From an optimization exercise on the open Yosys and OpenROAD flow, aimed at small area, a short achievable clock period and few clock cycles; shortcuts taken in it are not production practice.
In this exercise RTL edits were held to simulation tests only and were not proved equivalent to the original.

## rev 12
## six_stage_pipeline
module six_stage_pipeline #(parameter XLEN=32) (
	input logic clk,
	input logic reset,	 
	output logic [XLEN-1:0] imem_addr,
	input logic [31:0] imem_rdata,
	output logic [XLEN-1:0] dmem_addr,
	output logic [XLEN-1:0] dmem_wdata,
	output logic dmem_we,
	input logic [XLEN-1:0] dmem_rdata
);
	localparam logic [6:0] OP_R = 7'b0110011, OP_I = 7'b0010011,
		OP_LOAD = 7'b0000011, OP_STORE = 7'b0100011, OP_BRANCH = 7'b1100011,
		OP_JAL = 7'b1101111, OP_JALR = 7'b1100111, OP_LUI = 7'b0110111,
		OP_AUIPC = 7'b0010111;
	logic [11:2] f_pc_out, f_pc_n, f_pc, pc_next;
	assign f_pc = ~f_pc_n;
	logic d_valid;
	logic [31:0] d_instr;
	logic [11:2] d_pc;
	logic [31:0] e_a, e_b, e_s;	 
	logic e_fa, e_fb, e_fs;		 
	logic e_rf_we, e_load, e_store, e_jalr, e_jump;
	logic e_c_eq, e_c_lt, e_c_ltu, e_c_k;	 
	logic [11:2] e_alt;	 
	logic [1:0] e_jbase;	 
	logic [4:0] e_rd;
	logic e_sub, e_arith, e_add, e_sll, e_srl, e_slt, e_sltu, e_xor, e_or, e_and;
	logic e_kill;	 
	logic m_rf_we, m_load, m_store;
	logic [4:0] m_rd;
	logic [31:0] m_result, m_sdata;
	logic [31:0] m_addr;	 
	logic [31:0] wb_data;
	assign wb_data = m_load ? dmem_rdata : m_result;
	assign dmem_addr = m_addr;
	assign dmem_wdata = m_sdata;
	assign dmem_we = m_store;
	logic [6:0] opcode;
	logic [2:0] f3;
	logic [4:0] rs1, rs2, rd;
	assign opcode = d_instr[6:0];
	assign f3 = d_instr[14:12];
	assign rs1 = d_instr[19:15];
	assign rs2 = d_instr[24:20];
	assign rd = d_instr[11:7];
	logic is_r, is_i, is_load, is_store, is_branch, is_jal, is_jalr, is_lui, is_auipc;
	assign is_r = opcode == OP_R;
	assign is_i = opcode == OP_I;
	assign is_load = opcode == OP_LOAD;
	assign is_store = opcode == OP_STORE;
	assign is_branch = opcode == OP_BRANCH;
	assign is_jal = opcode == OP_JAL;
	assign is_jalr = opcode == OP_JALR;
	assign is_lui = opcode == OP_LUI;
	assign is_auipc = opcode == OP_AUIPC;
	logic writes_rd, uses_rs1, uses_rs2;
	assign writes_rd = (is_r | is_i | is_load | is_jal | is_jalr | is_lui | is_auipc) && rd != 0;
  ...
==> flow/config.mk <==
export PLATFORM = sky130hd
export DESIGN_NAME = six_stage_pipeline
export DESIGN_NICKNAME = six_stage_pipeline
export VERILOG_FILES = /design/flow/design.v
export SDC_FILE = /design/flow/constraint.sdc
export NUM_CORES = 4
export LEC_CHECK = 0
export CAP_MARGIN = 20
export CORE_MARGIN = 2
export CORE_UTILIZATION = 55
export SLEW_MARGIN = 20
==> flow/constraint.sdc <==
create_clock -name core_clock -period 12.0 [get_ports {clk}]
set_input_delay 2.4000 -clock core_clock [delete_from_list [all_inputs] [get_ports {clk}]]
set_output_delay 2.4000 -clock core_clock [all_outputs]
set_load 0.01 [all_outputs]
standard.sh (not shown) runs the stock make flow with config.mk's settings and CLKGATE_MAP_FILE= SYNTH_SCRIPT=/design/flow/synth_recipe.tcl, a recipe that flattens the netlist after the stock synthesis.
==> flow/flow/run.sh <==
#!/bin/bash
# Layout flow: the standard ORFS flow (standard.sh, unchanged synthesis),
# with timing repair aimed below the clock period (setup margin), sizing not
# restricted to same-footprint cells, ordinary buffers on the ports and larger clock-tree
# sink clusters (fewer clock buffers).
set -uo pipefail
MARGIN=${MARGIN:-8.3}
bash standard.sh SETUP_SLACK_MARGIN=$MARGIN MATCH_CELL_FOOTPRINT=0 \
	"BUFFER_PORTS_ARGS=-buffer_cell sky130_fd_sc_hd__buf_4" \
	CTS_CLUSTER_SIZE=25 CTS_CLUSTER_DIAMETER=70 finish > standard.log 2>&1
Testbench counts of rev 12, summed over its fixed seeds: cycles 94,669.
--- input diff rev 12..rev 13 ---
Settings: changing CORE_UTILIZATION from 55 to 60.
==> comparison <==
- Rev 13: PASS, flow complete, no timing, DRC or antenna violations
- Setup slack in rev 13 is larger than in rev 12.
- Master of the slowest instance on the critical path = sky130_fd_sc_hd__and3_2: rev 12; master of the slowest instance on the critical path = sky130_fd_sc_hd__dfxtp_4: rev 13
- [compare] base=rev 12 new=rev 13: number of gates resized after cts fell by 6; via count barely changed; number of combinational gates with multiple inputs did not really move.

==> what the ideal ports hide <==
In the flow no input, the clock included, has a driving cell. The finished layouts below were timed again as built, in two steps.
Step 1 sets driving cells, clkbuf_16 on the clock port and buf_2 on the other inputs (assumed; they add their load-dependent delay and slew).
Step 2 adds t to the input delays and takes it off the output delays; t is the mean of the earliest and latest rising clock arrival at the registers after step 1. Input paths then give back, and output paths get back, about the clock's delay inside the block.
a / b / c = ideal ports / drivers / drivers and shift; a / b = the first two.
run	t (ns)	setup slack, ns	hold WS [ns]	slew at the worst register clock pin (ns)	worst slew at a driven data input, ns
rev 12	0.830	8.073 / 8.073 / 7.321	0.432 / 0.432 / 0.432	0.10 / 0.10	0.11
rev 13	0.798	8.099 / 8.099 / 7.374	0.402 / 0.402 / 0.402	0.11 / 0.11	0.06
After both steps every run listed still meets setup and hold. For rev 12, which loses most, drivers alone change the setup slack by 0.000 ns; drivers and shift together by -0.752 ns.
